Source: an optimization exercise on an open RTL-to-GDS flow (aim: small area). Production flows keep margins and buffers that such runs may drop. The RTL was checked by simulation tests, not by an equivalence proof against the original design.

==> flow/design.v, too long to show whole: its modules and the start of the top module <==
// module FA3: 4 lines
// module HA2: 4 lines
// module FFT16_SEQUENTIAL: 1347 lines
module FFT16_SEQUENTIAL(A, Y, CLK, START, DONE, RESET);
  // ...
==> flow/flow/run.sh <==
#!/bin/bash
set -euo pipefail
cd "$(dirname "$0")/.."
export BUFFER_PORTS_ARGS="-buffer_cell sky130_fd_sc_hd__buf_1"
bash standard.sh synth > standard_synth.log 2>&1
export DONT_USE_CELLS="sky130_fd_sc_hd__buf_4 sky130_fd_sc_hd__buf_6 sky130_fd_sc_hd__buf_8 sky130_fd_sc_hd__buf_12 sky130_fd_sc_hd__buf_16"
bash standard.sh > standard_flow.log 2>&1
==> flow/standard.sh <==
#!/bin/bash
# synth_recipe.tcl (not shown) runs the flow's synth.tcl, then flattens the netlist and writes it again
# the make line also repeats each setting of config.mk as NAME=value (left out here)
make -C /OpenROAD-flow-scripts/flow DESIGN_CONFIG=/design/flow/config.mk WORK_HOME=/design/flow/orfs CLKGATE_MAP_FILE= SYNTH_SCRIPT=/design/flow/synth_recipe.tcl "${@:-finish}"
==> flow/config.mk <==
export PLATFORM = sky130hd
export DESIGN_NAME = FFT16_SEQUENTIAL
export DESIGN_NICKNAME = FFT16_SEQUENTIAL
export VERILOG_FILES = /design/flow/design.v
export SDC_FILE = /design/flow/constraint.sdc
export NUM_CORES = 4
export LEC_CHECK = 0
export CAP_MARGIN = 20
export CORE_MARGIN = 2
export CORE_UTILIZATION = 40
export CTS_CLUSTER_DIAMETER = 80
export CTS_CLUSTER_SIZE = 30
export SETUP_SLACK_MARGIN = 0.2
export SLEW_MARGIN = 20
export SYNTH_HIERARCHICAL = 1
==> flow/constraint.sdc <==
create_clock -name core_clock -period 14.0 [get_ports {CLK}]
set_input_delay 2.8000 -clock core_clock [delete_from_list [all_inputs] [get_ports {CLK}]]
set_output_delay 2.8000 -clock core_clock [all_outputs]
set_load 0.01 [all_outputs]
==> results.json, run 1 <==
{
  "setup_viol": 0,
  "clkLatencyLatePin_ns": 0.59,
  "synth_async_sr_flop_share_pct": 0,
  "worst_path_most_repeated_cell": "fa_2",
  "stdcell_area_sq_um": 37000,
  "inverters": 168,
  "htreeDepth": 1,
  "hp-start": "T[7][19]",
  "coreArea_sq_um": 83800,
  "status": "complete, no violations",
  "worstSetupStartpoint": "STATE[0]",
  "wirelength_um": 85700,
  "r2r-start": "STATE[0]",
  "fin_ws_ns": 0.382,
  "io_buffer_count": 67,
  "synth_adder_area_share_pct": 39.9,
  "die-width_um": 295,
  "synth.most_common_cell": "fa_1",
  "fin_crit_sh_pct": 97.3,
  "antenna_found_initial": 0,
  "hpwl_um": 72200,
  "use_met1_pct": 27.5,
  "cts_root_buf": "clkbuf_16",
  "area_growth_syn_to_layout_pct": 8.94
}
==> inputs of run 2 (changes only) <==
==> flow/flow/run.sh (replaced) <==
#!/bin/bash
# Own flow: the standard layout (standard synthesis, floorplan, placement,
# CTS, routing) with one change: the buffers that placement puts on the input
# and output ports are sky130_fd_sc_hd__buf_1 cells. Every port is still buffered.
set -euo pipefail
cd "$(dirname "$0")/.."
export BUFFER_PORTS_ARGS="-buffer_cell sky130_fd_sc_hd__buf_1"
export SETUP_REPAIR_SEQUENCE="unbuffer,sizedown,sizeup,swap"
bash standard.sh > standard_flow.log 2>&1
==> results.json, run 2 <==
{
  "status": "complete, no violations",
  "synth_xor_xnor_area_share_pct": 9.75,
  "cts_hold_buffers": 0,
  "slowest_stage": "fa_1",
  "cp-end-kind": "flip-flop",
  "hold_path.class": "flip-flop to flip-flop",
  "grt_pass1_vias": 20900,
  "vias": 18200,
  "drive_gt1_share_pct": 15.0,
  "criticalPathCategory": "flip-flop to flip-flop",
  "hpwl_um": 72200,
  "synth.avg_cell_area_sq_um": 13.1,
  "setup_viol": 0,
  "grt_max_degree": 66,
  "skew_ns": 0.0296,
  "wirelength_um": 85700,
  "dieArea_sq_um": 87300,
  "fin_crit_sh_pct": 97.3,
  "slew_headroom_pct": 27.2,
  "cts_root_buf": "clkbuf_16",
  "synth-seq-area-share_pct": 30.6,
  "die_h_um": 295,
  "die-width_um": 295,
  "synth_adder_area_share_pct": 39.9,
  "stdcell_area_sq_um": 37000,
  "routedWlPerCell_um": 22.5,
  "synth_largest_area_cell": "fa_1",
  "worst_pin_slew_ns": 1.09,
  "ant_nets": 0,
  "fmax_mhz": 73.4,
  "cp-start-kind": "flip-flop",
  "synth_warnings": 8,
  "coreArea_sq_um": 83800,
  "worst_path_most_repeated_cell": "fa_2",
  "critPathMaxStageDelay_ns": 0.58,
  "critPathRequiredTime_ns": 14.48,
  "slew_viol_final": 0,
  "synthFlopType": "dfxtp_1",
  "post_dp_cell_area_sq_um": 36000,
  "grt_usage_pct": 20.5,
  "final_common_cell": "fa_1",
  "synth.most_common_cell": "fa_1",
  "rsz0062_at_grt": "yes",
  "antenna_found_initial": 0,
  "drt_first_pass_iters": 5,
  "clock_path_buffers": 3,
  "postSynthNetCount": 3332,
  "gp_congestion": 0.907,
  "synth.top_cells.by_count": "fa_1, dfxtp_1, xnor2_1",
  "yosys.area_share.simple_pct": 4.45,
  "r2r-start": "STATE[0]",
  "hp-start": "T[7][19]",
  "largestRegisters": "T: 512 flops, STATE: 6 flops, LAST_START: 1 flops",
  "netlist.area_leader.share_pct": 36.4,
  "vias_per_cell": 4.77,
  "hold_slack_ns": 0.319,
  "synthMuxAreaShare_pct": 10.3,
  "nets": 3410,
  "clkLatencyLatePin_ns": 0.59,
  "cts.sinks": 519,
  "synth_top_family_by_area": "adder cells",
  "syn_inst": 2586,
  "grt_overflow_total": 0,
  "io-pin-count": 68,
  "drc": 0,
  "synth_area_sq_um": 34000,
  "synth-edff-count": 0,
  "htreeDepth": 1,
  "cts_tree": "yes",
  "hold_viol_final": 0,
  "numCtsBuffers": 24,
  "initial_core_util_pct": 40.5,
  "ys_top_cells_by_area": "fa_1, dfxtp_1, xnor2_1, mux2_2, mux2i_1",
  "worstPathMaxFanout": 4,
  "largest_reg_flops": 512,
  "worstSetupStartpoint": "STATE[0]",
  "synth_async_sr_flop_share_pct": 0,
  "period_needed_ns": 13.62,
  "rows": 106,
  "synth-compound-area-share_pct": 1.89,
  "yosys_register_bits": 519,
  "clkTransAtPathRegs_ns": 0.11,
  "io_buffer_count": 67,
  "final_cell_mix": "fa_1, dfxtp_1, xnor2_1, mux2_2, inv_1",
  "grt_first_pass_wirelength_um": 132000,
  "synth.distinct_cells": 58,
  "top_register": "T",
  "cp.arrival_ns": 14.10,
  "fillers": 7736,
  "drv_cap": 0,
  "area_growth_syn_to_layout_pct": 8.94,
  "dr.first_iter.drc_count": 846
}
==> run 2: cell counts in the layout (fill, tap and decap cells not counted) <==
No cell type changed its count.
==> run 2: what timing repair did <==
item | CTS | global route
endpoints found under the setup margin | 5 | 6
gates resized for setup | 8 | 19
buffers inserted | 5 | 6
hold endpoints to repair | 0 | 0
pin swaps | 3 | 19
==> run 2: area by class of cell <==
class | instances | area, sq um | share of cell area [%]
multi-input cells | 1804 | 22900 | 61.8
clock inverters | 10 | 135 | 0.365
clock buffers | 26 | 639 | 1.73
flip-flops and latches | 519 | 10400 | 28.1
well taps | 1134 | 1420 | 3.83
diodes | 1 | 2.50 | 0.00676
inverters | 168 | 633 | 1.71
repair buffers | 147 | 897 | 2.42
==> run 2: metal layers <==
| metal | global-route usage, % | part of all wire, % |
|---|---|---|
| met1 | 27.5 | 45 |
| met4 | 4.28 | 2.1 |
| met2 | 36.1 | 51 |
| met5 | 0 | 0 |
| met3 | 1.68 | 2.1 |
==> run 2: path summary, 6_finish.rpt <==
kind                                   to  slack [ns]  cells past startpoint
worst max-delay path            T[12][15]        0.38                     48
worst max register to register  T[12][15]        0.38                     48
worst min-delay path             T[8][19]        0.32                      0
worst min register to register   T[8][19]        0.32                      0
==> run 2: per-stage QoR <==
step / worst slack, ns / cells / util, % / setup TNS, ns
detailed placement: -0.0228 / 3761 / 43.0 / -0.0519
finish: 0.382 / 3809 / 44.2 / 0
global route: -0.00550 / 3808 / 44.1 / -0.00792
floorplan: 0.224 / 2586 / - / 0
global placement: 0.100 / 3761 / 43.0 / 0
CTS: 0.221 / 3802 / 44.0 / 0
==> run 2: kinds of logic after synthesis <==
| kind of cell | Yosys count |
|---|---|
| AOI/OAI and AO/OA | 107 |
| and+or+nand+nor | 285 |
| xor gates and xnor gates | 372 |
| muxes | 326 |
| buffers and inverters | 263 |
| adders and majority gates | 714 |
| DFF | 519 |
==> run 2: critical path: cells and delay by family, from the launching register on <==
family	cells	cell delay (ns)
multiplexers	3	0.68
buffers and inverters	10	0.76
flip-flops	1	0.38
AND/OR/NAND/NOR	1	0.31
adder cells (fa/ha/maj)	34	11.34
==> run 2: per-module statistics from Yosys (local to each module, per instance) <==
module / cells / cell area, sq um
FA3: 1 / 20.0
FFT16_SEQUENTIAL: 1940 / 21500
HA2: 1 / 12.5
==> inputs of run 3 (changes only) <==
--- a/flow/flow/run.sh
+++ b/flow/flow/run.sh
@@ -7,3 +7,2 @@
 export BUFFER_PORTS_ARGS="-buffer_cell sky130_fd_sc_hd__buf_1"
-export SETUP_REPAIR_SEQUENCE="unbuffer,sizedown,sizeup,swap"
 bash standard.sh > standard_flow.log 2>&1
==> results.json, run 3 <==
{
  "yosys.area_share.simple_pct": 4.45,
  "initial_core_util_pct": 40.5,
  "cts_root_buf": "clkbuf_16",
  "grt_overflow_total": 0,
  "synth_top_family_by_area": "adder cells",
  "synth_largest_area_cell": "fa_1",
  "cts_hold_buffers": 0,
  "cts_tree": "yes",
  "synth.top_cells.by_count": "fa_1, dfxtp_1, xnor2_1",
  "ys_top_cells_by_area": "fa_1, dfxtp_1, xnor2_1, mux2_2, mux2i_1",
  "seq_area_sq_um": 10400,
  "rows": 106,
  "skew_ns": 0.0296,
  "worstSetupStartpoint": "STATE[0]",
  "reg2reg_slack_ns": 0.38,
  "drt_first_pass_iters": 5,
  "r2r-start": "STATE[0]",
  "fillers": 7736,
  "period_needed_ns": 13.62,
  "dr.first_iter.drc_count": 846,
  "synth_warnings": 8,
  "cp-start-kind": "flip-flop",
  "drv_cap": 0,
  "wl_met1_um": 38700,
  "io_buffer_count": 67,
  "dieArea_sq_um": 87300,
  "nets": 3410,
  "rsz0062_at_grt": "yes",
  "htreeDepth": 1,
  "synth.avg_cell_area_sq_um": 13.1,
  "hpwl_um": 72200,
  "fin_crit_sh_pct": 97.3,
  "top_layer": "met4",
  "clkTransAtPathRegs_ns": 0.11,
  "syn_inst": 2586,
  "io-pin-count": 68,
  "slew_headroom_pct": 27.2,
  "vias": 18200,
  "clock_path_buffers": 3,
  "hold_path.class": "flip-flop to flip-flop",
  "synth-seq-area-share_pct": 30.6,
  "synth.most_common_cell": "fa_1",
  "gp_congestion": 0.907,
  "ant_nets": 0,
  "grt_usage_pct": 20.5,
  "worst_pin_slew_ns": 1.09,
  "cp.arrival_ns": 14.10,
  "worst_path_most_repeated_cell": "fa_2",
  "synthFlopType": "dfxtp_1",
  "multi_input_area_sq_um": 22900,
  "worstPathMaxFanout": 4,
  "cp-end-kind": "flip-flop",
  "status": "complete, no violations",
  "synth_xor_xnor_area_share_pct": 9.75,
  "reg2regPathDepth": 48,
  "yosys_register_bits": 519,
  "fmax_mhz": 73.4,
  "postSynthNetCount": 3332,
  "final_cell_mix": "fa_1, dfxtp_1, xnor2_1, mux2_2, inv_1",
  "routedWlPerCell_um": 22.5,
  "drc": 0,
  "drive_gt1_share_pct": 15.0,
  "synthMuxAreaShare_pct": 10.3,
  "final_common_cell": "fa_1",
  "netlist.area_leader.share_pct": 36.4,
  "met3_length_um": 1830,
  "critPathRequiredTime_ns": 14.48,
  "setup_viol": 0,
  "area_growth_syn_to_layout_pct": 8.94,
  "final_util_pct": 44.2,
  "grt_max_degree": 66,
  "slowest_stage": "fa_1",
  "vias_per_cell": 4.77,
  "synth_async_sr_flop_share_pct": 0,
  "coreArea_sq_um": 83800,
  "clkLatencyLatePin_ns": 0.59,
  "largest_reg_flops": 512,
  "die_h_um": 295,
  "grt_pass1_vias": 20900,
  "wirelength_um": 85700,
  "synth-compound-area-share_pct": 1.89,
  "numCtsBuffers": 24,
  "criticalPathCategory": "flip-flop to flip-flop",
  "cts.sinks": 519,
  "slew_viol_final": 0,
  "synth-edff-count": 0,
  "critPathMaxStageDelay_ns": 0.58,
  "top_register": "T",
  "die-width_um": 295,
  "rr_endpoint": "T[12][15]",
  "synth_area_sq_um": 34000,
  "hold_viol_final": 0,
  "synth.distinct_cells": 58,
  "met2WireLength_um": 43400,
  "endpoint": "T[12][15]",
  "synth_adder_area_share_pct": 39.9,
  "antenna_found_initial": 0,
  "largestRegisters": "T: 512 flops, STATE: 6 flops, LAST_START: 1 flops",
  "grt_first_pass_wirelength_um": 132000
}
## run 3: cell counts in the layout (fill, tap and decap cells not counted)
Identical to the previous run, type by type.
## run 3: metrics by stage
| step | instance area (sq um) | worst slack [ns] | hold slack, ns | cells | setup TNS [ns] |
|---|---|---|---|---|---|
| floorplan | 34200 | 0.224 | 0.310 | 2586 | 0 |
| global placement | 36000 | 0.100 | 0.310 | 3761 | 0 |
| detailed placement | 36000 | -0.0228 | 0.312 | 3761 | -0.0519 |
| CTS | 36900 | 0.221 | 0.320 | 3802 | 0 |
| global route | 37000 | -0.00550 | 0.317 | 3808 | -0.00792 |
| finish | 37000 | 0.382 | 0.319 | 3809 | 0 |
## run 3: logic make-up (layout without fill, tap and decap cells)
kind of cell	Yosys count	in the layout
AND/OR/NAND/NOR	285	285
flip-flops	519	519
XOR/XNOR	372	372
multiplexers	326	326
other	0	1
adder cells (fa/ha/maj)	714	714
buffers and inverters	263	351
AO/OA/AOI/OAI	107	107
## run 3: per-module statistics from Yosys, one instance, submodules excluded
module,times used,cell area (sq um)
FA3,587,20.0
FFT16_SEQUENTIAL,1,21500
HA2,59,12.5
## run 3: layout make-up
| type | count | share of cell area [%] |
|---|---|---|
| tap | 1134 | 3.83 |
| antenna | 1 | 0.00676 |
| clock buffer | 26 | 1.73 |
| multi-input combinational | 1804 | 61.8 |
| sequential | 519 | 28.1 |
| timing repair buffer | 147 | 2.42 |
| clock inverter | 10 | 0.365 |
| inverter | 168 | 1.71 |
## run 3: critical path: cells and delay by family (launching register included)
kind                       cells  cell delay (ns)
and+or+nand+nor                1             0.31
muxes                          3             0.68
adders and majority gates     34            11.34
buffers and inverters         10             0.76
DFF                            1             0.38
## run 3: timing repair
action	in CTS	in global routing
buffers inserted	5	6
pin swaps	3	19
endpoints found under the setup margin	5	6
endpoints found under the hold margin	0	0
resized for setup	8	19
## run 3: worst min path at each step
stage / startpoint / to / slack, ns / depth (start not counted)
after global routing: T[7][19] / T[8][19] / 0.32 / 0
final: T[7][19] / T[8][19] / 0.32 / 0
after floorplan: T[15][0] / T[0][0] / 0.31 / 0
after global placement: T[7][26] / T[8][26] / 0.31 / 0
after CTS: T[7][29] / T[8][29] / 0.32 / 0
after detailed placement: T[15][6] / T[0][6] / 0.31 / 0
## run 3: metal layers
layer,vias up,track usage (%)
met4,0,4.28
li1,8312,-
met5,-,0
met3,65,1.68
met2,190,36.1
met1,9587,27.5

[static timing again, ports no longer ideal]
Ports are ideal in the flow. The routed layouts listed here were re-timed in OpenROAD.
Step 1, drivers: a clkbuf_16 drives CLK and a buf_2 each remaining input, both assumed.
Step 2 times the ports against the registers' clock, not the clock port: input delays grow and output delays shrink by t, the midpoint of the rising clock arrivals with the driver on.
Slacks: ideal ports / drivers / drivers and shift; pairs: ideal ports / drivers.
| run | t, ns | setup slack, ns | worst register clock-pin slew, ns | worst slew at a driven data input, ns |
|---|---|---|---|---|
| run 1 | 0.636 | 0.382 / 0.382 / 0.382 | 0.11 / 0.11 | 0.04 |
| run 2 | 0.636 | 0.382 / 0.382 / 0.382 | 0.11 / 0.11 | 0.04 |
| run 3 | 0.636 | 0.382 / 0.382 / 0.382 | 0.11 / 0.11 | 0.04 |
After both steps setup and hold are still met in every run listed.
